Source: an optimization exercise on an open RTL-to-GDS flow (aim: small area and a short achievable clock period). Production flows keep margins and buffers that such runs may drop.
The RTL was checked by simulation tests, not by an equivalence proof against the original design.
Power is estimated from default activity; no workload was simulated.

==> flow/design.v <==
module ADC(clock, reset, ADC_CS_N, ADC_DIN, ADC_SCLK, ADC_DOUT, serial_parallel_data, data, late28, late27);
	input clock, reset;
	output reg ADC_CS_N;
	output reg ADC_DIN;
	output reg ADC_SCLK;
	input ADC_DOUT;
	output reg [11:0] serial_parallel_data;
	output reg [11:0] data;
	output wire late28;      
	output wire late27;      
	localparam QUIET0 = 3'b000, QUIET1 = 3'b001, QUIET2 = 3'b010;
	localparam CYCLE0 = 3'b100, CYCLE1 = 3'b101, CYCLE2 = 3'b110, CYCLE3 = 3'b111;
	reg [2:0] state;
	reg [3:0] count;
	reg [11:0] buffer;
	reg [2:0] cc;
	wire en = (cc == 3'd4);
	wire ctrl = (count == 4'd0) | (count == 4'd6) | (count == 4'd7) | (count == 4'd11);
	wire [3:0] cnt_inc = {count[3] ^ (&count[2:0]), count[2] ^ (&count[1:0]), count[1] ^ count[0], ~count[0]};
	wire last_cycles = (state == QUIET0) | (state[2] & (count == 4'd15));
	assign late28 = last_cycles | ((state == CYCLE3) & (count == 4'd14) & (cc >= 3'd2));
	assign late27 = last_cycles | ((state == CYCLE3) & (count == 4'd14) & (cc >= 3'd3));
	always @(posedge clock)
		if (reset | en) cc <= 3'd0;
		else cc <= {cc[1] & cc[0] ^ cc[2], cc[1] ^ cc[0], ~cc[0]};
	always @(posedge clock)
		if (reset) begin
			ADC_CS_N <= 1'b1;
			ADC_DIN <= 1'b0;
			ADC_SCLK <= 1'b1;
			state <= QUIET0;
			count <= 4'b0;
			buffer <= 12'b0;
			data <= 12'b0;
			serial_parallel_data <= 12'b0;
		end else if (en) begin
			case (state)
				QUIET0: begin
					state <= QUIET1;
					data <= buffer;
					serial_parallel_data <= data;
				end
				QUIET1: state <= QUIET2;
				QUIET2: begin
					state <= CYCLE0;
					ADC_CS_N <= 1'b0;
					ADC_DIN <= ctrl;
					count <= cnt_inc;
				end
				CYCLE0: begin
					state <= CYCLE1;
					ADC_SCLK <= 1'b0;
				end
				CYCLE1: state <= CYCLE2;
				CYCLE2: begin
					state <= CYCLE3;
					ADC_SCLK <= 1'b1;
				end
				default: begin  
					if (count == 4'b1111) begin
						state <= QUIET0;
						ADC_CS_N <= 1'b1;
					end else
						state <= CYCLE0;
					ADC_DIN <= ctrl;
					buffer <= {buffer[10:0], ADC_DOUT};
					count <= cnt_inc;
				end
			endcase
		end
endmodule
module magnitude(voltage, clk, reset, win_f, amp, dc_offset);
	input [11:0] voltage;
	input clk;
	input reset;
	input [19:0] win_f;
	output reg [11:0] amp;
	output reg [11:0] dc_offset;
	function lt12(input [11:0] a, input [11:0] b);    
		integer i;
		begin
			lt12 = 1'b0;
			for (i = 0; i < 12; i = i + 1)
				lt12 = (~a[i] & b[i]) | ((~a[i] | b[i]) & lt12);
		end
	endfunction
	function [12:0] add12(input [11:0] a, input [11:0] b, input cin);
		integer i;
		reg c;
		begin
			c = cin;
			for (i = 0; i < 12; i = i + 1) begin
				add12[i] = a[i] ^ b[i] ^ c;
				c = (a[i] & b[i]) | (c & (a[i] ^ b[i]));
			end
			add12[12] = c;
		end
	endfunction
	reg [11:0] max;
	reg [11:0] min;
	wire win = (win_f == 20'd27);
	wire [12:0] sum = add12(max, min, 1'b0);
	wire [12:0] dif = add12(max, ~min, 1'b1);
	always @(posedge clk)
		if (reset) begin
			amp <= 12'b0;
			max <= 12'b0;
			min <= 12'hfff;
			dc_offset <= 12'b0;
		end else begin
			dc_offset <= sum[12:1];
			if (win) begin
				amp <= 12'b0;
				max <= 12'b0;
				min <= 12'hfff;
			end else begin
				amp <= dif[11:0];
				if (lt12(max, voltage)) max <= voltage;
				if (lt12(voltage, min)) min <= voltage;
			end
		end
endmodule
module frequency(clk, reset, data, mean, next_data, late28, late27, win_f, freq_bcd);
	input clk;
	input reset;
	input [11:0] data;        
	input [11:0] mean;        
	input [11:0] next_data;   
	input late28;             
	input late27;             
	output reg [19:0] win_f;
	output reg [14:0] freq_bcd;
	localparam [25:0] NCONST = 26'd50000000;
	function lt12(input [11:0] a, input [11:0] b);    
		integer i;
		begin
			lt12 = 1'b0;
			for (i = 0; i < 12; i = i + 1)
				lt12 = (~a[i] & b[i]) | ((~a[i] | b[i]) & lt12);
		end
	endfunction
	function [12:0] add12(input [11:0] a, input [11:0] b);
		integer i;
		reg c;
		begin
			c = 1'b0;
			for (i = 0; i < 12; i = i + 1) begin
				add12[i] = a[i] ^ b[i] ^ c;
				c = (a[i] & b[i]) | (c & (a[i] ^ b[i]));
			end
			add12[12] = c;
		end
	endfunction
	function [31:0] inc32(input [31:0] a);
		integer i;
		reg c;
		begin
			c = 1'b1;
			for (i = 0; i < 32; i = i + 1) begin
				inc32[i] = a[i] ^ c;
				c = c & a[i];
			end
		end
	endfunction
	reg [1:0] mode;
	reg [4:0] csat;           
	wire lt = lt12(data, mean);
	wire gt = lt12(mean, data);
	wire m00 = (mode == 2'b00), m11 = (mode == 2'b11), m01 = (mode == 2'b01);
	wire xing = gt & m00;
	wire inc = (lt & (m00 | m01)) | (gt & (m11 | m01));
	wire [11:0] spd_f = late28 ? next_data : data;
	reg [11:0] max_g, min_g;
	reg [1:0] mode_f;
	reg [31:0] cnt_f;
	wire [12:0] sum_f = add12(max_g, min_g);
	wire [11:0] dc_f = sum_f[12:1];
	wire [11:0] spd_g = late27 ? next_data : data;
	wire lt_f = lt12(spd_f, dc_f);
	wire gt_f = lt12(dc_f, spd_f);
	wire m00_f = (mode_f == 2'b00), m11_f = (mode_f == 2'b11), m01_f = (mode_f == 2'b01);
	wire xing_f = gt_f & m00_f;
	wire inc_f = (lt_f & (m00_f | m01_f)) | (gt_f & (m11_f | m01_f));
	reg [4:0] step;
	reg [4:0] cnt_s;
	wire busy = (step != 5'd27);
	wire big_f = ~busy & (cnt_f[31] | (|cnt_f[30:5]) | (cnt_f[4:0] > 5'd27));
	wire start = xing_f & big_f;
	wire [31:0] cnt_s_inc = inc32({27'd0, cnt_s});
	wire [4:0] cnt_s_nx = xing_f ? 5'd1 : inc_f ? cnt_s_inc[4:0] : cnt_s;
	always @(posedge clk)
		if (reset) begin
			max_g <= 12'd0;
			min_g <= 12'd0;
			mode_f <= 2'b00;
			cnt_f <= 32'd1;
			win_f <= 20'd28;
		end else begin
			if (win_f == 20'd999999) win_f <= 20'd0;
			else win_f <= inc32({12'd0, win_f});
			if (win_f == 20'd0) begin     
				max_g <= 12'd0;
				min_g <= 12'hfff;
			end else begin
				if (lt12(max_g, spd_g)) max_g <= spd_g;
				if (lt12(spd_g, min_g)) min_g <= spd_g;
			end
			if (busy) begin
				if (step == 5'd26) cnt_f <= {27'd0, cnt_s_nx};
			end else if (xing_f) begin
				if (~start) cnt_f <= 32'd1;
			end else if (inc_f)
				cnt_f <= inc32(cnt_f);
			if (xing_f)
				mode_f <= 2'b11;
			else begin
				if (gt_f & m11_f) mode_f <= 2'b01;
				if (lt_f & m01_f) mode_f <= 2'b00;
			end
		end
	always @(posedge clk)
		cnt_s <= cnt_s_nx;
	wire neg = cnt_f[31];
	wire cin = ~neg;
	wire [25:0] dx = neg ? cnt_f[25:0] : ~cnt_f[25:0];
	wire inr = (cnt_f[31:26] == 6'd0) | (cnt_f[31:26] == 6'h3f);
	reg [25:0] rem;
	reg [14:0] bcd;
	wire nbit = NCONST[5'd25 - step];
	wire [26:0] r2 = {rem, nbit};
	reg [27:0] diff;
	reg dc_;
	integer di;
	always @(*) begin
		dc_ = cin;
		for (di = 0; di < 26; di = di + 1) begin
			diff[di] = r2[di] ^ dx[di] ^ dc_;
			dc_ = (r2[di] & dx[di]) | (dc_ & (r2[di] ^ dx[di]));
		end
		diff[26] = ~(r2[26] ^ dc_);
		diff[27] = ~(r2[26] | dc_);
	end
	wire ge = inr & ~diff[27];
	wire qb = ge ^ neg;
	function [3:0] adj(input [3:0] d);
		adj = (d >= 4'd5) ? d + 4'd3 : d;
	endfunction
	wire [3:0] au = adj(bcd[3:0]), at = adj(bcd[7:4]), ah = adj(bcd[11:8]);
	wire [14:0] dd = {bcd[13:12], ah[3], ah[2:0], at[3], at[2:0], au[3], au[2:0], qb};
	wire u9 = (bcd[3:0] == 4'd9), t9 = (bcd[7:4] == 4'd9), h9 = (bcd[11:8] == 4'd9);
	wire wrap = (bcd == 15'h4095);
	wire [3:0] ui = u9 ? 4'd0 : bcd[3:0] + 4'd1;
	wire [3:0] ti = u9 ? (t9 ? 4'd0 : bcd[7:4] + 4'd1) : bcd[7:4];
	wire [3:0] hi = (u9 & t9) ? (h9 ? 4'd0 : bcd[11:8] + 4'd1) : bcd[11:8];
	wire [2:0] thi = (u9 & t9 & h9) ? bcd[14:12] + 3'd1 : bcd[14:12];
	wire [14:0] binc = wrap ? 15'd0 : {thi, hi, ti, ui};
	always @(posedge clk)
		if (reset)
			step <= 5'd27;
		else if (start) begin
			rem <= 26'd0;
			step <= 5'd0;
			bcd <= 15'd0;
		end else if (step < 5'd26) begin
			step <= inc32({27'd0, step});
			if (ge) rem <= diff[25:0];
			else rem <= r2[25:0];
			if (step >= 5'd14) bcd <= dd;
		end else if (step == 5'd26) begin
			step <= 5'd27;
			if (neg) bcd <= binc;
		end
	reg [14:0] rom;
	always @(*)
		case (csat)
			5'd1: rom = 15'h0128;  
			5'd2: rom = 15'h2112;  
			5'd3: rom = 15'h0042;  
			5'd4: rom = 15'h3104;  
			5'd5: rom = 15'h1664;  
			5'd6: rom = 15'h2069;  
			5'd7: rom = 15'h3529;  
			5'd8: rom = 15'h3600;  
			5'd9: rom = 15'h1379;  
			5'd10: rom = 15'h2880;  
			5'd11: rom = 15'h2990;  
			5'd12: rom = 15'h1034;  
			5'd13: rom = 15'h0009;  
			5'd14: rom = 15'h3812;  
			5'd15: rom = 15'h3285;  
			5'd16: rom = 15'h3848;  
			5'd17: rom = 15'h0248;  
			5'd18: rom = 15'h0689;  
			5'd19: rom = 15'h1946;  
			5'd20: rom = 15'h1440;  
			5'd21: rom = 15'h1176;  
			5'd22: rom = 15'h3543;  
			5'd23: rom = 15'h3033;  
			5'd24: rom = 15'h2565;  
			5'd25: rom = 15'h1152;  
			5'd26: rom = 15'h2052;  
			5'd27: rom = 15'h0459;  
			default: rom = 15'h0000;
		endcase
	always @(posedge clk)
		if (reset) begin
			mode <= 2'b00;
			csat <= 5'd0;
			freq_bcd <= 15'd0;
		end else if (xing) begin
			freq_bcd <= (csat > 5'd27) ? bcd : rom;
			csat <= 5'd1;
			mode <= 2'b11;
		end else begin
			if (inc & (csat != 5'd31)) csat <= inc32({27'd0, csat});
			if (gt & m11) mode <= 2'b01;
			if (lt & m01) mode <= 2'b00;
		end
endmodule
module hvsync_generator(
    input clk,
    input reset,
    input ce,
    output reg vga_h_sync,
    output reg vga_v_sync,
    output reg vga_blank,
    output reg inDisplayArea,
    output reg [9:0] CounterX,
    output reg [8:0] CounterY
  );
    reg [9:0] xinc;
    reg [8:0] yinc;
    reg cx, cy;
    integer i;
    always @(*) begin
      cx = 1'b1;
      for (i = 0; i < 10; i = i + 1) begin xinc[i] = CounterX[i] ^ cx; cx = cx & CounterX[i]; end
      cy = 1'b1;
      for (i = 0; i < 9; i = i + 1) begin yinc[i] = CounterY[i] ^ cy; cy = cy & CounterY[i]; end
    end
    wire CounterXmaxed = (CounterX == 10'd800);
    wire hs_n = ~((CounterX > 10'd656) && (CounterX < 10'd752));
    wire vs_n = ~(CounterY == 9'd491);
    always @(posedge clk)
    if (reset) begin
      CounterX <= 10'd0;
      CounterY <= 9'd0;
      vga_h_sync <= 1'b1;
      vga_v_sync <= 1'b1;
      vga_blank <= 1'b1;
      inDisplayArea <= 1'b0;
    end else if (ce) begin
      CounterX <= CounterXmaxed ? 10'd0 : xinc;
      if (CounterXmaxed) CounterY <= yinc;
      vga_h_sync <= hs_n;
      vga_v_sync <= vs_n;
      vga_blank <= hs_n & vs_n;
      inDisplayArea <= (CounterX < 10'd640) && (CounterY < 9'd480);
    end
endmodule
module vga(vpp, offset, freq_bcd, clk, reset, vga_h_sync, vga_v_sync, vga_R, vga_G, vga_B, vga_clk, vga_blank, vga_sync, dalgalar, a_sayisi);
input clk;
input reset;
input [11:0] vpp, offset;
input [14:0] freq_bcd;
input [1:0] dalgalar;
input [1:0] a_sayisi;
output vga_h_sync, vga_v_sync, vga_clk, vga_blank, vga_sync;
output [7:0] vga_R, vga_G, vga_B;
wire inDisplayArea;
wire [9:0] CounterX;
wire [8:0] CounterY;
reg clk_25;
reg [1:0] dal_r, a_r;     
reg r_out, g_out, b_out;
wire pix_ce = ~clk_25;
always @(posedge clk)
	if (reset) clk_25 <= 1'b0;
	else clk_25 <= ~clk_25;
reg vclk;
always @(posedge clk)
	if (reset) vclk <= 1'b0;
	else vclk <= ~vclk;
hvsync_generator hvsync(.clk(clk), .reset(reset), .ce(pix_ce), .vga_h_sync(vga_h_sync), .vga_v_sync(vga_v_sync),
	.vga_blank(vga_blank), .inDisplayArea(inDisplayArea), .CounterX(CounterX), .CounterY(CounterY));
localparam D = 1;
wire x_tick = (CounterX == 10'd41 + D) || (CounterX == 10'd80 + D) || (CounterX == 10'd120 + D) || (CounterX == 10'd160 + D) ||
	(CounterX == 10'd200 + D) || (CounterX == 10'd240 + D) || (CounterX == 10'd280 + D) || (CounterX == 10'd320 + D) ||
	(CounterX == 10'd360 + D) || (CounterX == 10'd400 + D) || (CounterX == 10'd440 + D) || (CounterX == 10'd480 + D) ||
	(CounterX == 10'd520 + D) || (CounterX == 10'd560 + D) || (CounterX == 10'd600 + D);
wire y_tick = (CounterY == 9'd41) || (CounterY == 9'd80) || (CounterY == 9'd120) || (CounterY == 9'd160) ||
	(CounterY == 9'd200) || (CounterY == 9'd240) || (CounterY == 9'd280) || (CounterY == 9'd320) ||
	(CounterY == 9'd360) || (CounterY == 9'd400) || (CounterY == 9'd439);
reg frame_m;
always @(*)
	if (CounterY > 9'd41 && CounterY < 9'd50) frame_m = x_tick;
	else if (CounterX > 10'd42 + D && CounterX < 10'd52 + D) frame_m = y_tick;
	else if (CounterX == 10'd41 + D || CounterX == 10'd600 + D) frame_m = (CounterY > 9'd40 && CounterY < 9'd440);
	else if (CounterY == 9'd41 || CounterY == 9'd439) frame_m = (CounterX > 10'd51 + D && CounterX < 10'd601 + D);
	else frame_m = 1'b0;
wire sq = ((CounterX == 10'd80 + D || CounterX == 10'd240 + D || CounterX == 10'd400 + D || CounterX == 10'd560 + D) &&
		CounterY > 9'd121 && CounterY < 9'd279) ||
	(CounterY == 9'd121 && ((CounterX > 10'd80 + D && CounterX < 10'd240 + D) || (CounterX > 10'd400 + D && CounterX < 10'd560 + D))) ||
	(CounterY == 9'd279 && ((CounterX > 10'd52 + D && CounterX < 10'd80 + D) || (CounterX > 10'd240 + D && CounterX < 10'd400 + D) ||
		(CounterX > 10'd560 + D && CounterX < 10'd590 + D)));
reg [10:0] xpy;
reg [9:0] xmy;
reg ca, cs;
integer i;
always @(*) begin
	ca = 1'b0; cs = 1'b1;
	for (i = 0; i < 10; i = i + 1) begin
		xpy[i] = CounterX[i] ^ (i < 9 ? CounterY[i] : 1'b0) ^ ca;
		ca = (CounterX[i] & (i < 9 ? CounterY[i] : 1'b0)) | (ca & (CounterX[i] ^ (i < 9 ? CounterY[i] : 1'b0)));
		xmy[i] = CounterX[i] ^ ~(i < 9 ? CounterY[i] : 1'b0) ^ cs;
		cs = (CounterX[i] & ~(i < 9 ? CounterY[i] : 1'b0)) | (cs & (CounterX[i] ^ ~(i < 9 ? CounterY[i] : 1'b0)));
	end
	xpy[10] = ca;
end
wire ytri = CounterY > 9'd119 && CounterY < 9'd281;
wire tri_ = ytri && ((CounterX > 10'd59 + D && CounterX < 10'd221 + D && xpy == 11'd340 + D) ||
	(CounterX > 10'd220 + D && CounterX < 10'd381 + D && xmy == 10'd100 + D) ||
	(CounterX > 10'd380 + D && CounterX < 10'd541 + D && xpy == 11'd660 + D));
wire [3:0] sp6 = (a_r == 2'd0) ? 4'd6 : (a_r == 2'd1) ? 4'd7 : (a_r == 2'd2) ? 4'd5 : 4'd8;    
wire seg1 = (a_r == 2'd0) ? (CounterX < 10'd135) : (a_r == 2'd1) ? (CounterX < 10'd141) :
	(a_r == 2'd2) ? (CounterX < 10'd129) : (CounterX < 10'd147);                             
wire seg3 = (a_r == 2'd0) ? (CounterX >= 10'd177) : (a_r == 2'd1) ? (CounterX >= 10'd190) :
	(a_r == 2'd2) ? (CounterX >= 10'd163) : (CounterX >= 10'd203);                           
wire [9:0] offp = seg1 ? 10'd105 : ~seg3 ? 10'd99 :
	(a_r == 2'd0) ? 10'd99 : (a_r == 2'd1) ? 10'd100 : (a_r == 2'd2) ? 10'd98 : 10'd101;      
wire [3:0] dv = seg1 ? ((a_r == 2'd0) ? 4'd5 : (a_r == 2'd1) ? 4'd6 : (a_r == 2'd2) ? 4'd4 : 4'd7) : sp6;
reg [9:0] su;
reg csu;
integer m;
always @(*) begin
	csu = 1'b1;
	for (m = 0; m < 10; m = m + 1) begin
		su[m] = CounterX[m] ^ ~offp[m] ^ csu;
		csu = (CounterX[m] & ~offp[m]) | (csu & (CounterX[m] ^ ~offp[m]));
	end
end
reg [6:0] kq;
reg [3:0] rr, tt;
always @(*) begin
	rr = {1'b0, su[9:7]};
	for (m = 6; m >= 0; m = m - 1) begin
		tt = {rr[2:0], su[m]};
		kq[m] = (tt >= dv);
		rr = kq[m] ? tt - dv : tt;
	end
end
wire [3:0] wid = (~seg1 & ~seg3 & kq == 7'd12) ? ((a_r == 2'd0) ? 4'd2 : (a_r == 2'd1) ? 4'd3 : (a_r == 2'd2) ? 4'd1 : 4'd4) : 4'd2;
wire ins = (CounterX >= 10'd105) && (rr < wid) && (kq <= 7'd82);
wire fp_s = kq < 7'd35;
wire [5:0] ps = (kq < 7'd14) ? kq[5:0] : (kq < 7'd35) ? kq[5:0] + 6'd1 : (kq < 7'd71) ? kq[5:0] - 6'd35 : kq[5:0] - 6'd7;
reg [8:0] yb, yb2;       
always @(*)
	case (ps)
		6'd0: yb = 9'd176;
		6'd1: yb = 9'd188;
		6'd2: yb = 9'd202;
		6'd3: yb = 9'd216;
		6'd4: yb = 9'd232;
		6'd5: yb = 9'd244;
		6'd6: yb = 9'd258;
		6'd7: yb = 9'd270;
		6'd8: yb = 9'd281;
		6'd9: yb = 9'd290;
		6'd10: yb = 9'd297;
		6'd11: yb = 9'd301;
		6'd12: yb = 9'd303;
		6'd13: yb = 9'd303;
		6'd14: yb = 9'd302;
		6'd15: yb = 9'd299;
		6'd16: yb = 9'd294;
		6'd17: yb = 9'd286;
		6'd18: yb = 9'd276;
		6'd19: yb = 9'd264;
		6'd20: yb = 9'd251;
		6'd21: yb = 9'd239;
		6'd22: yb = 9'd223;
		6'd23: yb = 9'd209;
		6'd24: yb = 9'd195;
		6'd25: yb = 9'd182;
		6'd26: yb = 9'd171;
		6'd27: yb = 9'd161;
		6'd28: yb = 9'd153;
		6'd29: yb = 9'd147;
		6'd30: yb = 9'd144;
		6'd31: yb = 9'd143;
		6'd32: yb = 9'd145;
		6'd33: yb = 9'd150;
		6'd34: yb = 9'd156;
		6'd35: yb = 9'd166;
		default: yb = 9'd0;
	endcase
always @(*)
	if (1'b0) yb2 = yb;
	else if (fp_s && ps == 6'd1) yb2 = 9'd189;
	else if (fp_s && ps == 6'd4) yb2 = 9'd231;
	else if (fp_s && ps == 6'd5) yb2 = 9'd245;
	else yb2 = yb;
reg [8:0] yd;
reg cy;
integer n;
always @(*) begin
	cy = 1'b1;
	for (n = 0; n < 9; n = n + 1) begin
		yd[n] = CounterY[n] ^ ~yb2[n] ^ cy;
		cy = (CounterY[n] & ~yb2[n]) | (cy & (CounterY[n] ^ ~yb2[n]));
	end
end
wire sine = ins & (yd[8:2] == 7'd0) & (yd[1:0] != 2'd3);
wire wave = (dal_r == 2'b10) ? sq : (dal_r == 2'b01) ? tri_ : (dal_r == 2'b11) ? sine : 1'b0;
wire mag = ~wave & frame_m;
reg [3:0] slot;
reg [4:0] col;
wire [3:0] nslot = (CounterX == 10'd78) ? 4'd1 : (CounterX == 10'd97) ? 4'd2 : (CounterX == 10'd157) ? 4'd3 :
	(CounterX == 10'd176) ? 4'd4 : (CounterX == 10'd246) ? 4'd5 : (CounterX == 10'd267) ? 4'd6 :
	(CounterX == 10'd398) ? 4'd7 : (CounterX == 10'd412) ? 4'd8 : (CounterX == 10'd427) ? 4'd9 :
	(CounterX == 10'd443) ? 4'd10 : (CounterX == 10'd457) ? 4'd11 : 4'd0;
wire [4:0] colinc = {col[4] ^ (&col[3:0]), col[3] ^ (&col[2:0]), col[2] ^ (&col[1:0]), col[1] ^ col[0], ~col[0]};
always @(posedge clk)
	if (pix_ce) begin
		if (nslot != 4'd0) begin
			slot <= nslot;
			col <= 5'd0;
		end else if (col != 5'd31)
			col <= colinc;
	end
wire sel_vpp = slot <= 4'd2;
wire [11:0] vsel = sel_vpp ? vpp : offset;
reg [15:0] v9;
reg [16:0] v25;
reg c9, c25;
integer j;
always @(*) begin
	c9 = 1'b0;
	for (j = 0; j < 15; j = j + 1) begin
		v9[j] = (j < 12 ? vsel[j] : 1'b0) ^ (j >= 3 ? vsel[j-3] : 1'b0) ^ c9;
		c9 = ((j < 12 ? vsel[j] : 1'b0) & (j >= 3 ? vsel[j-3] : 1'b0)) | (c9 & ((j < 12 ? vsel[j] : 1'b0) ^ (j >= 3 ? vsel[j-3] : 1'b0)));
	end
	v9[15] = c9;
	c25 = 1'b0;
	for (j = 0; j < 17; j = j + 1) begin
		v25[j] = (j < 16 ? v9[j] : 1'b0) ^ (j >= 4 && j < 16 ? vsel[j-4] : 1'b0) ^ c25;
		c25 = ((j < 16 ? v9[j] : 1'b0) & (j >= 4 && j < 16 ? vsel[j-4] : 1'b0)) | (c25 & ((j < 16 ? v9[j] : 1'b0) ^ (j >= 4 && j < 16 ? vsel[j-4] : 1'b0)));
	end
end
wire [5:0] vr = v25[16:11];
reg [3:0] vt, vu;
always @(*)
	case (vr)
		6'd0: {vt, vu} = 8'h00;
		6'd1: {vt, vu} = 8'h01;
		6'd2: {vt, vu} = 8'h02;
		6'd3: {vt, vu} = 8'h03;
		6'd4: {vt, vu} = 8'h04;
		6'd5: {vt, vu} = 8'h05;
		6'd6: {vt, vu} = 8'h06;
		6'd7: {vt, vu} = 8'h07;
		6'd8: {vt, vu} = 8'h08;
		6'd9: {vt, vu} = 8'h09;
		6'd10: {vt, vu} = 8'h10;
		6'd11: {vt, vu} = 8'h11;
		6'd12: {vt, vu} = 8'h12;
		6'd13: {vt, vu} = 8'h13;
		6'd14: {vt, vu} = 8'h14;
		6'd15: {vt, vu} = 8'h15;
		6'd16: {vt, vu} = 8'h16;
		6'd17: {vt, vu} = 8'h17;
		6'd18: {vt, vu} = 8'h18;
		6'd19: {vt, vu} = 8'h19;
		6'd20: {vt, vu} = 8'h20;
		6'd21: {vt, vu} = 8'h21;
		6'd22: {vt, vu} = 8'h22;
		6'd23: {vt, vu} = 8'h23;
		6'd24: {vt, vu} = 8'h24;
		6'd25: {vt, vu} = 8'h25;
		6'd26: {vt, vu} = 8'h26;
		6'd27: {vt, vu} = 8'h27;
		6'd28: {vt, vu} = 8'h28;
		6'd29: {vt, vu} = 8'h29;
		6'd30: {vt, vu} = 8'h30;
		6'd31: {vt, vu} = 8'h31;
		6'd32: {vt, vu} = 8'h32;
		6'd33: {vt, vu} = 8'h33;
		6'd34: {vt, vu} = 8'h34;
		6'd35: {vt, vu} = 8'h35;
		6'd36: {vt, vu} = 8'h36;
		6'd37: {vt, vu} = 8'h37;
		6'd38: {vt, vu} = 8'h38;
		6'd39: {vt, vu} = 8'h39;
		6'd40: {vt, vu} = 8'h40;
		6'd41: {vt, vu} = 8'h41;
		6'd42: {vt, vu} = 8'h42;
		6'd43: {vt, vu} = 8'h43;
		6'd44: {vt, vu} = 8'h44;
		6'd45: {vt, vu} = 8'h45;
		6'd46: {vt, vu} = 8'h46;
		6'd47: {vt, vu} = 8'h47;
		6'd48: {vt, vu} = 8'h48;
		6'd49: {vt, vu} = 8'h49;
		default: {vt, vu} = 8'h00;
	endcase
reg [3:0] dig;
always @(*)
	case (slot)
		4'd1, 4'd5: dig = vt;
		4'd2, 4'd6: dig = vu;
		4'd8: dig = {1'b0, freq_bcd[14:12]};
		4'd9: dig = freq_bcd[11:8];
		4'd10: dig = freq_bcd[7:4];
		4'd11: dig = freq_bcd[3:0];
		default: dig = 4'd0;
	endcase
wire posF = slot == 4'd6;
wire posM = slot == 4'd8;
wire [4:0] rcol = (slot == 4'd1 || slot == 4'd7) ? 5'd11 : (slot >= 4'd8) ? 5'd12 : 5'd10;
wire [4:0] hend = (slot == 4'd1 || slot >= 4'd7) ? 5'd11 : 5'd9;
wire isL = col == 5'd0;
wire isR = col == rcol;
wire isH = (col != 5'd0 || slot == 4'd7) && col <= hend;
wire isD = (slot == 4'd1 && (col == 5'd15 || col == 5'd16)) || (slot == 4'd3 && (col == 5'd13 || col == 5'd14)) ||
	(slot == 4'd5 && (col == 5'd14 || col == 5'd15));
reg [7:1] seg;
always @(*)
	case (dig)
		4'd0: seg = 7'b0111111;
		4'd1: seg = 7'b0000110;
		4'd2: seg = 7'b1011011;
		4'd3: seg = 7'b1001111;
		4'd4: seg = 7'b1100110;
		4'd5: seg = 7'b1101101;
		4'd6: seg = 7'b1111101;
		4'd7: seg = 7'b0000111;
		4'd8: seg = 7'b1111111;
		default: seg = 7'b1101111;
	endcase
wire f3 = posF && dig == 4'd3, m4 = posM && dig == 4'd4;
wire s1 = seg[1], s2 = seg[2], s3 = seg[3], s4 = seg[4] & ~f3, s5 = seg[5] | m4, s6 = (seg[6] & ~m4) | f3, s7 = seg[7];
wire yu = CounterY >= 9'd450 && CounterY <= 9'd459;
wire yl = CounterY >= 9'd460 && CounterY <= 9'd470;
wire digit = (CounterY == 9'd450 && isH && s1) || (isR && yu && s2) || (isR && yl && s3) ||
	(CounterY == 9'd470 && isH && s4) || (isL && yl && s5) || (isL && yu && s6) ||
	(CounterY == 9'd460 && isH && s7) || (isD && (CounterY == 9'd469 || CounterY == 9'd470));
always @(posedge clk)
	if (pix_ce) begin
		dal_r <= dalgalar;
		a_r <= a_sayisi;
	end
always @(posedge clk)
	if (reset) begin
		r_out <= 1'b0;
		g_out <= 1'b0;
		b_out <= 1'b0;
	end else if (pix_ce) begin
		if (inDisplayArea) begin
			r_out <= digit | mag;
			g_out <= wave;
			b_out <= mag;
		end else begin
			r_out <= 1'b0;
			g_out <= 1'b0;
			b_out <= 1'b0;
		end
	end
assign vga_R = {8{r_out}};
assign vga_G = {8{g_out}};
assign vga_B = {8{b_out}};
assign vga_sync = vga_blank;
assign vga_clk = vclk;
endmodule
module adc_to_vga(clock, reset, ADC_CS_N, ADC_DIN, ADC_SCLK, ADC_DOUT, vga_R, vga_G,
vga_B, vga_clk, vga_blank, vga_sync, vga_h_sync, vga_v_sync, dalgalar, a_sayisi);
	output [7:0] vga_R, vga_G, vga_B;
	output wire vga_clk, vga_blank, vga_sync, vga_h_sync, vga_v_sync;
	input clock, reset;
	input [1:0] a_sayisi, dalgalar;
	output wire ADC_CS_N;          
	output wire ADC_DIN;           
	output wire ADC_SCLK;          
	input ADC_DOUT;                
	wire [11:0] serial_parallel_data;
	wire [11:0] next_data;
	wire late28, late27;
	wire [11:0] signal_amp;
	wire [11:0] signal_offset;
	wire [19:0] win_f;
	wire [14:0] freq_bcd;
ADC system_1(.clock(clock), .reset(reset), .ADC_CS_N(ADC_CS_N), .ADC_DIN(ADC_DIN), .ADC_SCLK(ADC_SCLK), .ADC_DOUT(ADC_DOUT),
	.serial_parallel_data(serial_parallel_data), .data(next_data), .late28(late28), .late27(late27));
magnitude system_2(.voltage(serial_parallel_data), .clk(clock), .reset(reset), .win_f(win_f), .dc_offset(signal_offset), .amp(signal_amp));
frequency system_3(.clk(clock), .reset(reset), .data(serial_parallel_data), .mean(signal_offset), .next_data(next_data),
	.late28(late28), .late27(late27), .win_f(win_f), .freq_bcd(freq_bcd));
vga system_4(.vpp(signal_amp), .offset(signal_offset), .freq_bcd(freq_bcd), .clk(clock), .reset(reset), .vga_h_sync(vga_h_sync), .vga_v_sync(vga_v_sync),
.vga_R(vga_R), .vga_G(vga_G), .vga_B(vga_B), .vga_clk(vga_clk), .vga_blank(vga_blank), .vga_sync(vga_sync), .dalgalar(dalgalar), .a_sayisi(a_sayisi));
endmodule
==> flow/flow/run.sh <==
#!/bin/bash
# Layout: the standard ORFS flow (standard.sh, unchanged synthesis) with
# these ORFS variables changed:
#  - REMOVE_ABC_BUFFERS=1: floorplan removes the buffers synthesis inserted;
#    with the 120 ns clock they have nothing to do, and repair_design puts
#    back the ones that slew, capacitance or fanout need.
#  - ports are buffered with sky130_fd_sc_hd__buf_2 instead of the delay cell
#    buffer_ports picks by default.
#  - clock tree: no dummy loads, clkbuf_4/clkbuf_8 buffers, larger sink
#    clusters.
# Each tool's log is in orfs/logs/; make's own output goes to standard.log.
set -euo pipefail
export REMOVE_ABC_BUFFERS=1
export BUFFER_PORTS_ARGS="-buffer_cell sky130_fd_sc_hd__buf_2"
export CTS_ARGS="-sink_clustering_enable -repair_clock_nets -dont_use_dummy_load -sink_clustering_size 20 -sink_clustering_max_diameter 80 -buf_list {sky130_fd_sc_hd__clkbuf_8 sky130_fd_sc_hd__clkbuf_16}"
bash standard.sh > standard.log 2>&1
==> flow/standard.sh <==
#!/bin/bash
# synth_recipe.tcl (not shown) runs the flow's synth.tcl, then flattens the netlist and writes it again
# the make line also repeats each setting of config.mk as NAME=value (left out here)
make -C /OpenROAD-flow-scripts/flow DESIGN_CONFIG=/design/flow/config.mk WORK_HOME=/design/flow/orfs CLKGATE_MAP_FILE= SYNTH_SCRIPT=/design/flow/synth_recipe.tcl "${@:-finish}"
==> flow/config.mk <==
export PLATFORM = sky130hd
export DESIGN_NAME = adc_to_vga
export DESIGN_NICKNAME = adc_to_vga
export VERILOG_FILES = /design/flow/design.v
export SDC_FILE = /design/flow/constraint.sdc
export NUM_CORES = 4
export LEC_CHECK = 0
export CAP_MARGIN = 20
export CORE_MARGIN = 2
export CORE_UTILIZATION = 60
export GPL_TIMING_DRIVEN = 0
export SLEW_MARGIN = 20
==> flow/constraint.sdc <==
create_clock -name core_clock -period 120.0 [get_ports {clock}]
set_input_delay 24.0000 -clock core_clock [delete_from_list [all_inputs] [get_ports {clock}]]
set_output_delay 24.0000 -clock core_clock [all_outputs]
set_load 0.01 [all_outputs]
==> results of run 1 <==
synth_stat cells, drive strengths merged (7+ instances only):
master and n:
fa 102, a221oi 13, buf 53, nand2b 42
nor2 264, and3 10, inv 217, nor4 24
xnor2 35, a311oi 12, a221o 7, nor3 60
or3 8, clkbuf 112, o31ai 17, o311ai 9
o2111ai 7, a22oi 10, o21bai 12, maj3 13
or2 16, a21o 24, a21oi 188, o211ai 17
a31oi 31, and2 34, nand4b 7, o21a 11
o21ai 118, nand4 17, a211oi 63, mux2i 95
edfxtp 54, nand3 74, xor2 43, ha 204
mux2 24, nor2b 45, nand2 246, nor3b 17
dfxtp 235, o22ai 11
sequential cells by signal, indices dropped and copies added, names as in the netlist, 3 cells and up:
name                           count
system_3.bcd                      15
system_4.col                       5
system_3.max_g                    12
system_3.csat                      5
system_2.max                      12
system_4.hvsync.CounterX          10
system_1.buffer                   12
system_2.amp                      12
system_1.serial_parallel_data     12
system_1.data                     12
system_1.state                     3
system_4.slot                      4
system_3.step                      5
system_3.min_g                    12
system_3.win_f                    20
system_2.min                      12
system_3.freq_bcd                 15
system_3.rem                      26
system_3.cnt_f                    32
system_2.dc_offset                12
system_4.hvsync.CounterY           9
system_1.count                     4
system_1.cc                        3
system_3.cnt_s                     5
layout make-up:
cell class / count / area [µm²]
Multi-Input combinational cell: 2027 / 15120
Sequential cell: 289 / 6330
Clock buffer: 23 / 575.6
Fill cell: 3333 / 13730
Inverter: 220 / 825.8
Timing Repair Buffer: 56 / 446.7
Tap cell: 511 / 639.4
power groups by stage:
stage	registers [mW]	clock network, mW	logic (mW)
final	0.109	0.0687	0.422
after global routing	0.110	0.0739	0.479
after CTS	0.109	0.0710	0.420
after detailed placement	0.112	0	0.417
after global placement	0.111	0	0.392
after floorplan	0.110	0	0.322
metrics by stage:
stage,cells,hold slack (ns),util,worst slack [ns]
3_5_place_dp,3102,0.4015,0.6196,94.29
3_3_place_gp,3085,0.3906,0.6101,92.05
2_1_floorplan,2536,0.4223,-,94.47
4_1_cts,3125,0.4179,0.6349,94.80
6_report,3126,0.4171,0.6354,94.83
5_1_grt,3126,0.4390,0.6354,94.70
cells by family (layout without fill, tap and decap cells):
group                      Yosys count  after routing  share of synthesized area
AOI/OAI and AO/OA                  620            620                     0.1767
xor gates and xnor gates            78             78                    0.02984
adders and majority gates          319            319                     0.2064
buffers and inverters              385            299                    0.06869
DFF                                289            289                     0.2763
muxes                              122            122                    0.05629
and+or+nand+nor                    888            888                     0.1859
worst paths after layout:
| kind | startpoint | end | slack [ns] | cells after the start |
|---|---|---|---|---|
| worst max-delay path | system_4.r_out$_SDFFE_PP0N_ | vga_R[7] | 94.83 | 1 |
| worst min-delay path | system_4.vclk$_SDFF_PP0_ | system_4.vclk$_SDFF_PP0_ | 0.42 | 1 |
| worst max register to register | system_4.hvsync.CounterX[1]$_SDFFE_PP0N_ | system_4.b_out$_SDFFE_PP0N_ | 96.97 | 83 |
| worst min register to register | system_4.vclk$_SDFF_PP0_ | system_4.vclk$_SDFF_PP0_ | 0.42 | 1 |
metal layers:
| metal | vias up | part of all wire |
|---|---|---|
| met5 | - | 0 |
| li1 | 9264 | - |
| met1 | 8917 | 0.44 |
| met2 | 397 | 0.49 |
| met4 | 0 | 0.027 |
| met3 | 90 | 0.039 |
==> summary.txt, run 1 <==
Floorplan
  • Die Wd: 199.3 µm
  • Floorplan core area: 0.03767 mm²
  • IO Pins: 39
  • Die Area: 0.03974 mm²
  • Vert. Die Dim: 199.3 µm
  • FP Rows: 71
  • Initial Utilization: 0.6079

Critical path
  • Crit path launch type: flip-flop
  • CP max stage delay: 0.44 ns
  • Path type of the worst setup path: reg -> out
  • Crit path cell chain: buf_2
  • CP Data Arrival Time: 1.17 ns
  • Setup crit end kind: output port
  • Worst path required time: 96.00 ns
  • Worst-path fanout max: 9
  • Worst path bufs/invs: 1
  • Crit-path slowest cell: dfxtp_1
  • CP top delay family: flip-flops

Yosys
  • Flops & latches, synth: 289
  • Number of synthesis warnings: 5
  • Post-synth top area share: 0.2055
  • Synth Flop Type: dfxtp_1
  • Post-synth EDFFs: 54
  • Mean Syn Cell Area: 8.477 µm²
  • Largest area contributor in the netlist: dfxtp_1
  • Synth area leaders: dfxtp_1 21%, ha_1 11%, fa_1 8.9%, edfxtp_1 7.1%, nor2_1 4.3%
  • Post-Syn Instances: 2701
  • Mapped cell area: 0.02290 mm²
  • Count of cell types in the netlist: 96
  • Seq/Total Area, Yosys: 0.2763
  • Asr flop ratio synth: 0

Route
  • Final ANT Viol Nets: 0
  • Vias/cell: 5.972
  • DR pass1 iterations: 5
  • Routed len/inst: 16.90 µm
  • Via Count: 18668
  • Routed WL: 52830 µm
  • DRC Markers: 0
  • DR iter-0 viols: 1152

Timing
  • Tcrit/Tclk final: 0.2097
  • Slew @ Worst Pin: 1.057 ns
  • Hold Fails Final Rpt: 0
  • Slew Limit Headroom: 0.2943
  • RSZ-0062 raised after global routing: false
  • Setup TNS: 0 ns
  • Min Tclk post-route: 25.17 ns
  • Peak Freq: 39.73 MHz
  • Clock skew: 0.04114 ns
  • Final setup fails: 0
  • Slew Limit Fails: 0

Clock network
  • CTS resizes: 0
  • CTS Sinks: 289
  • Hold-fix buffers at CTS: 0
  • Max clock buf depth: 3
  • Clk root buf: clkbuf_16
  • Clock latency (worst-skew pair): 0.57 ns
  • CTS buffer count: 23
  • Post-CTS Setup Bufs: 0
  • Clk slew on worst S/H paths: 0.08 ns
  • CTS tree: yes
  • Max H-tree Level: 1

Power and ir drop
  • NetSw: 0.2859 mW
  • Leakage power: 9.825 nW
  • Combinational Power Share: 0.703
  • VDD IR-drop max: 0.04930 mV
  • Tot Pwr: 0.5997 mW
  • Internal power: 0.3138 mW
  • Switching power share of the total: 0.4767
  • Clk pwr share: 0.114
  • Power density over cell area: 25.06 mW/mm²
  • Seq pwr share: 0.182

Finish
  • Share of layout cells above drive strength 1: 0.06233
  • Commonest non-fill, non-tap cells in the layout: 259 x nor2_1, 245 x nand2_1, 232 x dfxtp_1
  • Area Overhead vs Synth: 4.531%
  • Final net count: 2930
  • Antenna diodes: 0
  • Commonest non-fill, non-tap cell in the layout: nor2_1
  • Final instance area: 0.02393 mm²

Min path
  • HP Class: reg -> reg

Global routing
  • Busiest metal layer after global routing: met2
  • Total gr overflow: 0
  • Vias in the first global route: 17993
  • Initial antenna violation count: 0
  • Gr usage total: 0.2699
  • Largest net degree at the start of global routing: 98
  • First-pass GRT wire length: 89090 µm
  • Grt met1 use: 0.3496
  • M2 GR Usage: 0.4789
  • Routing usage on met3: 0.02852

Outcome
  • Status: finished clean

Placed design
  • PortBufs: 38
  • DP HPWL: 38950 µm
  • DP Area: 0.02334 mm²
  • Gpl congestion: 0.9251

Job
  • Max-cap violations: 0
==> run 2, diff against run 1 <==
--- a/flow/flow/run.sh
+++ b/flow/flow/run.sh
@@ -12,5 +12,5 @@
 set -euo pipefail
 export REMOVE_ABC_BUFFERS=1
 export BUFFER_PORTS_ARGS="-buffer_cell sky130_fd_sc_hd__buf_2"
-export CTS_ARGS="-sink_clustering_enable -repair_clock_nets -dont_use_dummy_load -sink_clustering_size 20 -sink_clustering_max_diameter 80 -buf_list {sky130_fd_sc_hd__clkbuf_8 sky130_fd_sc_hd__clkbuf_16}"
+export CTS_ARGS="-sink_clustering_enable -repair_clock_nets -dont_use_dummy_load -sink_clustering_size 15 -sink_clustering_max_diameter 80 -buf_list {sky130_fd_sc_hd__clkbuf_8}"
 bash standard.sh > standard.log 2>&1
--- a/flow/config.mk
+++ b/flow/config.mk
@@ -7,6 +7,6 @@
 export LEC_CHECK = 0
 export CAP_MARGIN = 20
 export CORE_MARGIN = 2
-export CORE_UTILIZATION = 60
+export CORE_UTILIZATION = 40
 export GPL_TIMING_DRIVEN = 0
 export SLEW_MARGIN = 20
==> run 2 against run 1 <==
Compared with the run above: fmax fell by 0.14%; sequential share of layout area fell by 0.070 points; synthesized cell count did not move; non-clock buffer count did not move; critical path type unchanged; critical endpoint is now vga_G[2]; critical path depth did not move; final cell count rose by 7.9%.
==> summary.txt, run 2 <==
Global routing
  • Initial antenna violation count: 1 (+1)
  • Total gr overflow: 0 (unchanged)
  • Gr usage total: 0.1793 (-0.09058)
  • Vias in the first global route: 18193 (+1.1%)
  • Largest net degree at the start of global routing: 92 (-6.1%)
  • First-pass GRT wire length: 90960 µm (+2.1%)

Yosys
  • Synth Flop Type: dfxtp_1
  • Flops & latches, synth: 289 (unchanged)
  • Top cells by count, synth: 263 x nor2_1, 245 x nand2_1, 235 x dfxtp_1
  • Largest area contributor in the netlist: dfxtp_1
  • Post-synth EDFFs: 54 (unchanged)
  • Seq/Total Area, Yosys: 0.2763 (unchanged)
  • Synth area leaders: dfxtp_1 21%, ha_1 11%, fa_1 8.9%, edfxtp_1 7.1%, nor2_1 4.3%
  • Mean Syn Cell Area: 8.477 µm² (unchanged)
  • Asr flop ratio synth: 0 (unchanged)
  • Count of cell types in the netlist: 96 (unchanged)
  • Mapped cell area: 0.02290 mm² (unchanged)
  • Number of synthesis warnings: 5 (unchanged)
  • Most common cell in the synthesized netlist: nor2_1
  • Post-synth top area share: 0.2055 (unchanged)
  • Post-Syn Instances: 2701 (unchanged)

Timing
  • Slew Limit Fails: 0 (unchanged)
  • Hold Fails Final Rpt: 0 (unchanged)
  • Slew Limit Headroom: 0.2735 (-0.02086)
  • Slew @ Worst Pin: 1.086 ns (+0.02872 ns)
  • Min Tclk post-route: 25.20 ns (+0.03590 ns)
  • Setup TNS: 0 ns (unchanged)
  • Clock skew: 0.07859 ns (+0.03746 ns)
  • Peak Freq: 39.67 MHz (-0.14%)
  • Final worst slack: 94.80 ns (-0.03590 ns)
  • Tcrit/Tclk final: 0.2100 (+0.0002992)
  • Final setup fails: 0 (unchanged)
  • RSZ-0062 raised after global routing: false
  • Hold_ws: 0.4188 ns (+0.001655 ns)

Power and ir drop
  • Leakage power: 9.724 nW (-1.0%)
  • NetSw: 0.2887 mW (+0.99%)
  • Seq pwr share: 0.186 (+0.004)
  • Power density over cell area: 24.52 mW/mm² (-2.2%)
  • Combinational Power Share: 0.727 (+0.024)
  • Clk pwr share: 0.087 (-0.027)
  • Internal power: 0.2996 mW (-4.5%)
  • VDD IR-drop max: 0.06417 mV (+30%)
  • Switching power share of the total: 0.4907 (+0.01400)

Placed design
  • Pre-CTS worst setup slack: 94.29 ns (-0.001300 ns)
  • PortBufs: 38 (unchanged)
  • DP HPWL: 39770 µm (+2.1%)
  • Gpl congestion: 0.9025 (-2.4%)

Finish
  • Area Overhead vs Synth: 4.809%
  • Final net count: 2932 (+0.068%)
  • Most flops, register: system_3.cnt_f
  • Commonest non-fill, non-tap cell in the layout: nor2_1
  • Commonest non-fill, non-tap cells in the layout: 260 x nor2_1, 245 x nand2_1, 232 x dfxtp_1
  • Final core utilization: 0.4248 (-0.2106)
  • Share of layout cells above drive strength 1: 0.06267 (+0.0003345)
  • Max FFs per register: 32 (unchanged)
  • Largest registers: system_3.cnt_f: 32 flops, system_3.rem: 26 flops, system_3.win_f: 20 flops

Critical path
  • Worst-path fanout max: 9 (unchanged)
  • Worst path bufs/invs: 1 (unchanged)
  • Worst r2r dst: system_4.r_out$_SDFFE_PP0N_
  • Crit-path slowest cell: dfxtp_1
  • Crit path launch type: flip-flop
  • Crit path cell chain: buf_2
  • FF-to-FF Start: system_4.hvsync.CounterX[1]$_SDFFE_PP0N_
  • Setup crit end kind: output port
  • CP max stage delay: 0.45 ns (about the same)
  • Reg-to-reg setup timing slack: 96.28 ns (-0.69 ns)
  • Crit path from: system_4.g_out$_SDFFE_PP0N_
  • Path type of the worst setup path: reg -> out
  • Reg2Reg Depth: 83 (unchanged)
  • Worst path required time: 96.00 ns (about the same)
  • CP Data Arrival Time: 1.20 ns (+0.03 ns)
  • CP top delay family: flip-flops

Min path
  • HP Class: reg -> reg
  • Hold Path Sink: system_4.vclk$_SDFF_PP0_
  • HP Start: system_4.vclk$_SDFF_PP0_
  • WHS Path Cells: 1 (unchanged)

Clock network
  • Hold-fix buffers at CTS: 0 (unchanged)
  • Post-CTS Setup Bufs: 0 (unchanged)
  • Max clock buf depth: 3 (unchanged)
  • Clk root buf: clkbuf_8
  • Max H-tree Level: 1 (unchanged)
  • CTS resizes: 0 (unchanged)
  • Clk slew on worst S/H paths: 0.09 ns (about the same)
  • CTS buffer count: 25 (+8.7%)
  • CTS tree: yes
  • Clock latency (worst-skew pair): 0.62 ns (+0.05 ns)
  • CTS Sinks: 289 (unchanged)

Route
  • Routed WL: 53370 µm (+1.0%)
  • Via Count: 18819 (+0.81%)
  • DR pass1 iterations: 5 (unchanged)
  • DR iter-0 viols: 1397 (+21%)
  • Routed len/inst: 15.82 µm (-6.4%)
  • Final ANT Viol Nets: 0 (unchanged)
  • DRC Markers: 0 (unchanged)
  • Vias/cell: 5.578 (-6.6%)

Floorplan
  • Vert. Die Dim: 243.2 µm (+22%)
  • IO Pins: 39 (unchanged)
  • Die Area: 0.05917 mm² (+49%)
  • Die Wd: 243.2 µm (+22%)
  • FP Rows: 87 (+23%)
  • Floorplan core area: 0.05650 mm² (+50%)
  • Initial Utilization: 0.4053 (-0.2026)

Job
  • Max-cap violations: 0 (unchanged)

Outcome
  • Status: finished clean
==> run 2: changes by cell type in the layout (fill, tap and decap cells not counted), sizes merged <==
| cell | before | now |
|---|---|---|
| buf | 55 | 56 |
| clkbuf | 24 | 25 |
| diode | 0 | 1 |
==> run 2: how the worst max path moves through the flow <==
stage,end,cells past startpoint,slack (ns)
after floorplan,system_3.rem[0]$_SDFFCE_PP0P_,1,94.47
after global placement,system_3.rem[21]$_SDFFCE_PP0P_,2,91.88
after detailed placement,system_4.r_out$_SDFFE_PP0N_,6,94.29
after CTS,vga_B[0],1,94.72
after global routing,system_4.r_out$_SDFFE_PP0N_,85,94.58
final,vga_G[2],1,94.80
==> run 2: cell families (layout without fill, tap and decap cells) <==
logic type                 Yosys count  count (layout)  share of synthesized area
buffers and inverters              385             301                    0.06869
and+or+nand+nor                    888             888                     0.1859
adders and majority gates          319             319                     0.2064
AOI/OAI and AO/OA                  620             620                     0.1767
muxes                              122             122                    0.05629
other                                0               1                          0
DFF                                289             289                     0.2763
xor gates and xnor gates            78              78                    0.02984
==> run 2: layer usage <==
metal  vias up  wire length [µm]  GRT usage
li1       9254                 -          -
met1      9101             26090     0.2547
met2       416             24090     0.2942
met3        48              2367    0.01869
met4         0               812    0.03717
met5         -                 0          0
==> run 2: cell type report <==
type	count	area (µm²)
Tap cell	756	945.9
Clock buffer	25	344.1
Fill cell	5574	32500
Sequential cell	289	6330
Timing Repair Buffer	56	435.4
Multi-Input combinational cell	2027	15110
Antenna cell	1	2.502
Inverter	220	825.8
==> run 2: stage by stage <==
| stage | power [mW] | instance area, µm² | std cells |
|---|---|---|---|
| after detailed placement | 0.5351 | 23640 | 3348 |
| after floorplan | 0.4318 | 22150 | 2536 |
| after CTS | 0.5885 | 23980 | 3373 |
| final | 0.5884 | 24000 | 3374 |
| after global routing | 0.6508 | 24000 | 3374 |
| after global placement | 0.5022 | 23280 | 3330 |
==> run 2: power by group through the flow <==
stage | sequential, mW | combinational [mW] | clock (mW)
2_1_floorplan | 0.110 | 0.322 | 0
3_3_place_gp | 0.111 | 0.391 | 0
3_5_place_dp | 0.112 | 0.423 | 0
4_1_cts | 0.109 | 0.425 | 0.0541
5_1_grt | 0.110 | 0.483 | 0.0575
6_report | 0.109 | 0.428 | 0.0512
==> run 3, diff against run 2 <==
--- a/flow/design.v
+++ b/flow/design.v
@@ -421,14 +421,14 @@
 wire tri_ = ytri && ((CounterX > 10'd59 + D && CounterX < 10'd221 + D && xpy == 11'd340 + D) ||
 	(CounterX > 10'd220 + D && CounterX < 10'd381 + D && xmy == 10'd100 + D) ||
 	(CounterX > 10'd380 + D && CounterX < 10'd541 + D && xpy == 11'd660 + D));
-wire [3:0] sp6 = (a_r == 2'd0) ? 4'd6 : (a_r == 2'd1) ? 4'd7 : (a_r == 2'd2) ? 4'd5 : 4'd8;    
+wire [2:0] dc6 = (a_r == 2'd0) ? 3'd2 : (a_r == 2'd1) ? 3'd3 : (a_r == 2'd2) ? 3'd1 : 3'd4;    
 wire seg1 = (a_r == 2'd0) ? (CounterX < 10'd135) : (a_r == 2'd1) ? (CounterX < 10'd141) :
 	(a_r == 2'd2) ? (CounterX < 10'd129) : (CounterX < 10'd147);                             
 wire seg3 = (a_r == 2'd0) ? (CounterX >= 10'd177) : (a_r == 2'd1) ? (CounterX >= 10'd190) :
 	(a_r == 2'd2) ? (CounterX >= 10'd163) : (CounterX >= 10'd203);                           
 wire [9:0] offp = seg1 ? 10'd105 : ~seg3 ? 10'd99 :
 	(a_r == 2'd0) ? 10'd99 : (a_r == 2'd1) ? 10'd100 : (a_r == 2'd2) ? 10'd98 : 10'd101;      
-wire [3:0] dv = seg1 ? ((a_r == 2'd0) ? 4'd5 : (a_r == 2'd1) ? 4'd6 : (a_r == 2'd2) ? 4'd4 : 4'd7) : sp6;
+wire [2:0] dvc = seg1 ? dc6 - 3'd1 : dc6;
 reg [9:0] su;
 reg csu;
 integer m;
@@ -439,14 +439,30 @@
 		csu = (CounterX[m] & ~offp[m]) | (csu & (CounterX[m] ^ ~offp[m]));
 	end
 end
+function [2:0] dsub(input [3:0] t, input [2:0] dcode);
+	reg [3:0] d;
+	begin
+		d = t - ({1'b0, dcode} + 4'd4);
+		dsub = d[2:0];
+	end
+endfunction
+function [3:0] dstep(input [2:0] dcode, input [2:0] r, input b);
+	reg [3:0] t;
+	begin
+		t = {r, b};
+		if (t >= {1'b0, dcode} + 4'd4) dstep = {1'b1, dsub(t, dcode)};
+		else dstep = {1'b0, t[2:0]};
+	end
+endfunction
 reg [6:0] kq;
-reg [3:0] rr, tt;
+reg [2:0] rr;
+reg [3:0] st;
 always @(*) begin
-	rr = {1'b0, su[9:7]};
+	rr = su[9:7];
 	for (m = 6; m >= 0; m = m - 1) begin
-		tt = {rr[2:0], su[m]};
-		kq[m] = (tt >= dv);
-		rr = kq[m] ? tt - dv : tt;
+		st = dstep(dvc, rr, su[m]);
+		kq[m] = st[3];
+		rr = st[2:0];
 	end
 end
 wire [3:0] wid = (~seg1 & ~seg3 & kq == 7'd12) ? ((a_r == 2'd0) ? 4'd2 : (a_r == 2'd1) ? 4'd3 : (a_r == 2'd2) ? 4'd1 : 4'd4) : 4'd2;
--- a/flow/flow/run.sh
+++ b/flow/flow/run.sh
@@ -6,11 +6,14 @@
 #    back the ones that slew, capacitance or fanout need.
 #  - ports are buffered with sky130_fd_sc_hd__buf_2 instead of the delay cell
 #    buffer_ports picks by default.
+#  - RECOVER_POWER=100: after global routing, cells on paths with slack are
+#    made smaller.
 #  - clock tree: no dummy loads, clkbuf_4/clkbuf_8 buffers, larger sink
 #    clusters.
 # Each tool's log is in orfs/logs/; make's own output goes to standard.log.
 set -euo pipefail
 export REMOVE_ABC_BUFFERS=1
+export RECOVER_POWER=100
 export BUFFER_PORTS_ARGS="-buffer_cell sky130_fd_sc_hd__buf_2"
 export CTS_ARGS="-sink_clustering_enable -repair_clock_nets -dont_use_dummy_load -sink_clustering_size 15 -sink_clustering_max_diameter 80 -buf_list {sky130_fd_sc_hd__clkbuf_8}"
 bash standard.sh > standard.log 2>&1
==> run 3 against run 2 <==
Compared with the run above: the layout now fails its checks (max-capacitance violations, max-slew violations); clock power increased by 1%; first-iteration DRC count decreased by 26%; non-clock buffer count decreased by 4; area after synthesis decreased by 1.2%; count of clock-buffer cells in the layout increased by 1; power decreased by 9.5%; combinational power decreased by 12%; register-to-register slack improved by 2.2 ns; fmax decreased by 12%; sequential power about the same; sequential share of layout area increased by 0.58 points; wire length decreased by 1.1%; critical path type is now in -> reg; highest routed layer unchanged.
==> summary.txt, run 3 <==
Critical path
  • Reg2Reg Depth: 85 (+2.4%)
  • Worst r2r dst: system_4.b_out$_SDFFE_PP0N_
  • Crit path launch type: input pin
  • Path type of the worst setup path: in -> reg
  • Worst-path fanout max: 72 (+63)
  • FF-to-FF Start: system_4.hvsync.CounterX[1]$_SDFFE_PP0N_
  • Setup crit end kind: flip-flop
  • Reg-to-reg setup timing slack: 98.47 ns (+2.19 ns)
  • Worst path required time: 120.42 ns (+24.42 ns)
  • CP Data Arrival Time: 29.09 ns (+27.89 ns)

Placed design
  • DP HPWL: 38960 µm (-2.0%)
  • DP Area: 0.02328 mm² (-1.5%)
  • Gpl congestion: 0.8803 (-2.5%)
  • PortBufs: 38 (unchanged)

Min path
  • WHS Path Cells: 1 (unchanged)
  • HP Class: reg -> reg
  • HP Start: system_4.vclk$_SDFF_PP0_
  • Hold Path Sink: system_4.vclk$_SDFF_PP0_

Finish
  • Most flops, register: system_3.cnt_f
  • Max FFs per register: 32 (unchanged)
  • Commonest non-fill, non-tap cells in the layout: 275 x nor2_1, 234 x dfxtp_1, 233 x nand2_1
  • Final net count: 2885 (-1.6%)
  • Share of layout cells above drive strength 1: 0.03774 (-0.02492)
  • Area Overhead vs Synth: 3.750%
  • Antenna diodes: 0 (-1)
  • Final instance area: 0.02347 mm² (-2.2%)
  • Largest registers: system_3.cnt_f: 32 flops, system_3.rem: 26 flops, system_3.win_f: 20 flops
  • Commonest non-fill, non-tap cell in the layout: nor2_1

Yosys
  • Seq/Total Area, Yosys: 0.2796 (+0.003300)
  • Number of synthesis warnings: 5 (unchanged)
  • Synth area leaders: dfxtp_1 21%, ha_1 11%, fa_1 9.0%, edfxtp_1 7.2%, nor2_1 4.6%
  • Largest area contributor in the netlist: dfxtp_1
  • Top cells by count, synth: 276 x nor2_1, 235 x dfxtp_1, 233 x nand2_1
  • Most common cell in the synthesized netlist: nor2_1
  • Mean Syn Cell Area: 8.490 µm² (+0.15%)
  • Asr flop ratio synth: 0 (unchanged)
  • Synth Flop Type: dfxtp_1
  • Flops & latches, synth: 289 (unchanged)
  • Count of cell types in the netlist: 83 (-14%)
  • Post-Syn Instances: 2665 (-1.3%)
  • Post-synth EDFFs: 54 (unchanged)
  • Mapped cell area: 0.02263 mm² (-1.2%)
  • Post-synth top area share: 0.2079 (+0.002454)

Timing
  • Hold Fails Final Rpt: 0 (unchanged)
  • Setup TNS: 0 ns (unchanged)
  • RSZ-0062 raised after global routing: false
  • Slew Limit Headroom: -1.163 (-1.437)
  • Slew @ Worst Pin: 3.245 ns (+2.159 ns)
  • Min Tclk post-route: 28.67 ns (+3.466 ns)
  • Slew Limit Fails: 257 (+257)
  • Clock skew: 0.08687 ns (+0.008274 ns)
  • Peak Freq: 34.88 MHz (-12%)
  • Final setup fails: 0 (unchanged)
  • Tcrit/Tclk final: 0.2389 (+0.02888)

Global routing
  • Vias in the first global route: 17940 (-1.4%)
  • Total gr overflow: 0 (unchanged)
  • Initial antenna violation count: 0 (-1)
  • Largest net degree at the start of global routing: 73 (-21%)
  • First-pass GRT wire length: 88980 µm (-2.2%)
  • Gr usage total: 0.1768 (-0.002482)

Clock network
  • Clk slew on worst S/H paths: 0.08 ns (about the same)
  • Clock latency (worst-skew pair): 0.65 ns (+0.03 ns)
  • CTS buffer count: 26 (+4.0%)
  • CTS resizes: 0 (unchanged)
  • Hold-fix buffers at CTS: 0 (unchanged)
  • CTS Sinks: 289 (unchanged)
  • Post-CTS Setup Bufs: 0 (unchanged)
  • CTS tree: yes
  • Clk root buf: clkbuf_8
  • Max clock buf depth: 3 (unchanged)
  • Max H-tree Level: 1 (unchanged)

Power and ir drop
  • Internal power: 0.2633 mW (-12%)
  • Clk pwr share: 0.097 (+0.010)
  • VDD IR-drop max: 0.05574 mV (-13%)
  • Combinational Power Share: 0.704 (-0.023)
  • Leakage power: 9.620 nW (-1.1%)
  • Seq pwr share: 0.199 (+0.013)
  • Switching power share of the total: 0.5053 (+0.01458)
  • Power density over cell area: 22.68 mW/mm² (-7.5%)
  • NetSw: 0.2690 mW (-6.8%)

Route
  • DR iter-0 viols: 1030 (-26%)
  • Routed WL: 52800 µm (-1.1%)
  • Routed len/inst: 15.87 µm (+0.36%)
  • Via Count: 18326 (-2.6%)
  • DRT met1 WL: 23420 µm (-10%)
  • Max Used Layer: met4
  • Final ANT Viol Nets: 0 (unchanged)
  • DR pass1 iterations: 5 (unchanged)
  • DRC Markers: 0 (unchanged)
  • Metal3 WL: 2018 µm (-15%)
  • Vias/cell: 5.510 (-1.2%)
  • Met2 WL post-DR: 26040 µm (+8.1%)

Floorplan
  • Die Area: 0.05848 mm² (-1.2%)
  • Initial Utilization: 0.4028 (-0.002455)
  • FP Rows: 87 (unchanged)
  • IO Pins: 39 (unchanged)
  • Floorplan core area: 0.05617 mm² (-0.58%)
  • Die Wd: 241.8 µm (-0.58%)
  • Vert. Die Dim: 241.8 µm (-0.58%)

Outcome
  • Status: failed layout checks
  • Layout Check Fails: max-capacitance violations, max-slew violations

Job
  • Max-cap violations: 6 (+6)
## run 3: how the worst max path moves through the flow
stage,startpoint,slack [ns],endpoint,depth (start not counted)
final,reset,91.33,system_4.hvsync.CounterX[7]$_SDFFE_PP0N_,4
after global routing,reset,90.67,system_4.hvsync.CounterX[9]$_SDFFE_PP0N_,4
after CTS,system_4.r_out$_SDFFE_PP0N_,94.72,vga_R[0],1
after detailed placement,reset,94.41,system_2.min[0]$_SDFFE_PP1P_,4
after global placement,reset,92.06,system_3.rem[21]$_SDFFCE_PP0P_,2
after floorplan,reset,94.47,system_3.rem[0]$_SDFFCE_PP0P_,1
## run 3: critical path, cell delays in order
cell and delay (ns):
clkbuf_1 2.24, clkbuf_1 2.11, or2_0 0.54, nor2_1 0.10
## run 3: area by class of cell
cell class              count  area, µm²
flip-flops and latches    289       6327
inverters                 214      803.3
multi-input cells        1989      14750
well taps                 756      945.9
clock buffers              26      357.8
repair buffers             52      289.0
fillers                  5688      32700
## run 3: logic make-up (layout without fill, tap and decap cells)
family	after synthesis	after routing	share of synthesized area
AND/OR/NAND/NOR	855	855	0.1765
AO/OA/AOI/OAI	607	607	0.1744
adder cells (fa/ha/maj)	332	332	0.2150
XOR/XNOR	74	74	0.02865
multiplexers	121	121	0.05563
buffers and inverters	387	292	0.07023
flip-flops	289	289	0.2796
## run 3: routing by layer
| metal | vias to the layer above | global-route usage |
|---|---|---|
| li1 | 9112 | - |
| met1 | 8749 | 0.2252 |
| met2 | 376 | 0.3158 |
| met3 | 89 | 0.02031 |
| met4 | 0 | 0.04811 |
| met5 | - | 0 |
## run 3: stage by stage
stage / std cells / utilization / setup WS, ns / hold WS (ns) / power (mW)
2_1_floorplan: 2492 / - / 94.47 / 0.4229 / 0.3952
3_3_place_gp: 3286 / 0.4090 / 92.06 / 0.3911 / 0.4660
3_5_place_dp: 3300 / 0.4144 / 94.41 / 0.3930 / 0.4780
4_1_cts: 3326 / 0.4208 / 94.72 / 0.4109 / 0.5329
5_1_grt: 3326 / 0.4179 / 90.67 / 0.4213 / 0.5951
6_report: 3326 / 0.4179 / 91.33 / 0.4130 / 0.5323
## run 3: power groups by stage
stage,registers (mW),clock network (mW),logic [mW]
after floorplan,0.107,0,0.288
after global placement,0.108,0,0.358
after detailed placement,0.108,0,0.370
after CTS,0.106,0.0549,0.372
after global routing,0.106,0.0576,0.431
final,0.106,0.0519,0.375

[re-timing with driven ports]
The flow's constraints put no driver on any port. The routed layouts listed below were extracted and timed again, unchanged, in two steps.
Step 1 sets driving cells, clkbuf_16 on the clock port and buf_2 on the other inputs (assumed; they add their load-dependent delay and slew).
Step 2 also shifts input and output timing later by t, the mid clock arrival at the registers, as if the neighbouring blocks saw the same clock.
a / b / c = ideal ports / drivers / drivers and shift; a / b = the first two.
| run | shift t [ns] | setup WS [ns] | slew at the worst register clock pin (ns) |
|---|---|---|---|
| run 1 | 0.603 | 94.831 / 94.775 / 94.285 | 0.09 / 0.09 |
| run 2 | 0.641 | 94.795 / 94.738 / 94.279 | 0.10 / 0.10 |
| run 3 | 0.645 | 91.329 / 91.337 / 90.692 | 0.11 / 0.11 |
The setup slack of run 3, which loses most, moves by +0.008 ns with the drivers and by -0.637 ns with both steps.
